This design comes from an exercise in tuning for small area, a short achievable clock period and few clock cycles per item on the open sky130 flow, not from production work. The RTL was checked by simulation tests, not by an equivalence proof against the original design.

run 1:
Design friet_ae_32_bits, start of the top module:
module friet_ae_32_bits(clk, arstn, din, din_valid, din_ready, dout, dout_valid, dout_ready);
Size: about 4400 cells after synthesis, roughly 610 flip-flops, roughly 34000 um2 of cells after synthesis.
==> flow/config.mk <==
export PLATFORM = sky130hd
export DESIGN_NAME = friet_ae_32_bits
export DESIGN_NICKNAME = friet_ae_32_bits
export VERILOG_FILES = /design/flow/design.v
export SDC_FILE = /design/flow/constraint.sdc
export NUM_CORES = 4
export LEC_CHECK = 0
export ABC_AREA = 1
export CAP_MARGIN = 20
export CORE_MARGIN = 2
export CORE_UTILIZATION = 55
export PLACE_DENSITY = 0.7
export SETUP_SLACK_MARGIN = 2.9
export SLEW_MARGIN = 20
==> flow/constraint.sdc <==
create_clock -name core_clock -period 5.0 [get_ports {clk}]
set_input_delay 1.0000 -clock core_clock [delete_from_list [all_inputs] [get_ports {clk}]]
set_output_delay 1.0000 -clock core_clock [all_outputs]
set_load 0.01 [all_outputs]
run.sh (not shown) runs the stock make flow with config.mk's settings and CLKGATE_MAP_FILE= SYNTH_SCRIPT=/design/flow/synth_recipe.tcl, a recipe that flattens the netlist after the stock synthesis.
Testbench counts of run 1, summed over its fixed seeds: cycles 192,210, bytes 106,199.
Input changes introduced in run 2 (baseline for comparison: run 1):
- changing CORE_UTILIZATION from 55 to 40
- removing PLACE_DENSITY (formerly 0.7)
- removing ABC_AREA (formerly 1)
==> comparison <==
Ratio of cells with drive above 1 in the final layout (higher): run 2. Going from run 1 to run 2, first-pass GRT wire length went up by 9.2 mm, post-layout minimum cycle time higher, area of combinational cells with multiple inputs went up 24%, die width climbed about 21%. Aggregate global-route resource usage delta for run 2 relative to run 1: 11 points lower.
### run 2 -> run 3
- an added PLACE_DENSITY of 0.7
- a change of CORE_UTILIZATION from 40 to 55
- a change of SETUP_SLACK_MARGIN from 2.9 to 2.8
- an added ABC_AREA of 1
--- outcome ---
Summary of run 3 over run 2: met2 layer wire length in the routed design now smaller. [compare] base=run 2 new=run 3: setup slack moved up, combined buffer and inverter count along the critical path grew by 1, count of nets after finishing has increased. NOTE: all-layer global routing usage in run 3 exceeds that of run 2.
What run 4 does differently from run 3 at the input level:
- a change of SETUP_SLACK_MARGIN from 2.8 to 3.1
- a deleted PLACE_DENSITY that had been 0.7
- a change of CORE_UTILIZATION from 55 to 40
Results
Run 4 vs run 3: routed wire length up by more than 10%
Setup WNS run 3 -> run 4: worse
Run 4: total routing resource utilization after global routing lower than run 3
NOTE count of clock-net buffers in the final layout run 3->run 4 decreased by a few percent
Run 3 → run 4: via density per instance now sits lower, final standard cell count with taps included and fillers excluded now sits higher.
Register-to-register slack of run 4 is on par with run 3.
Re cell area: run 4 and run 3 aren't equal, and the higher value belongs to run 4.
On run 4: utilization is 9.7 points lower than what run 3 gave.
On simple logic cell fraction of the synthesized area, run 4 tracks run 3 almost exactly.

* * *

friet_ae_32_bits again, from the RTL that the note above started with.
make LEC_CHECK=0 ABC_AREA=1 CAP_MARGIN=20 CORE_MARGIN=2 CORE_UTILIZATION=65 PLACE_DENSITY=0.8 SETUP_SLACK_MARGIN=2.9 SLEW_MARGIN=20 finish   # period 5.0 ns
The baseline completed with no timing, DRC or antenna violations.
Testbench counts at the start, summed over its fixed seeds: cycles 192,210, bytes 106,199.
Then changed:
- CORE_UTILIZATION: 65 -> 55
- PLACE_DENSITY: 0.8 -> 0.7
- SETUP_SLACK_MARGIN: 2.9 -> 2.85
- The new run completed with no timing, DRC or antenna violations
- non-clock buffer count shrinks by 13
- die area grows by about 18%
- routed wire length shrinks by 4.9%
- design area shrinks by 0.87%
Then changed:
- SETUP_SLACK_MARGIN: 2.85 -> 2.7
Outcome: Die area is unchanged. Critical path depth climbs by 6. Final area drops by 1.7%. Area after synthesis is unchanged. Cell count drops by 0.67%. Flip-flop and latch count does not change. Routed wire length drops by 0.47%. Core utilization drops by 1.1 points.

port drivers added, routing unchanged:
The results above use ideal ports. As a check the final layouts listed here were re-extracted and re-timed, cells and wires unchanged.
Step 1 (the two cells are an assumption about what drives the block):
set clk [get_ports {clk}]
set_driving_cell -lib_cell sky130_fd_sc_hd__clkbuf_16 $clk
set_driving_cell -lib_cell sky130_fd_sc_hd__buf_2 [delete_from_list [all_inputs] $clk]
Step 2 adds t to the input delays and takes it off the output delays; t is the mean of the earliest and latest rising clock arrival at the registers after step 1. Input paths then give back, and output paths get back, about the clock's delay inside the block.
a / b / c = no drivers / after step 1 / after step 2; a / b = the first two.
| run | t, ns | setup slack, ns | pins driven straight from the clock port |
|---|---|---|---|
| run 1 | 0.700 | 2.724 / 2.658 / 2.323 | 1 |
| run 2 | 0.691 | 2.606 / 2.606 / 2.027 | 1 |
| run 3 | 0.685 | 2.745 / 2.677 / 2.219 | 1 |
| run 4 | 0.718 | 2.713 / 2.643 / 2.307 | 1 |
| the first run of note 2 | 0.697 | 2.709 / 2.644 / 2.304 | 1 |
| the second run of note 2 | 0.701 | 2.731 / 2.660 / 2.272 | 1 |
| the third run of note 2 | 0.695 | 2.619 / 2.619 / 2.097 | 1 |
After both steps setup and hold are still met in every run listed. For run 2, which loses most, drivers alone change the setup slack by 0.000 ns; drivers and shift together by -0.579 ns.
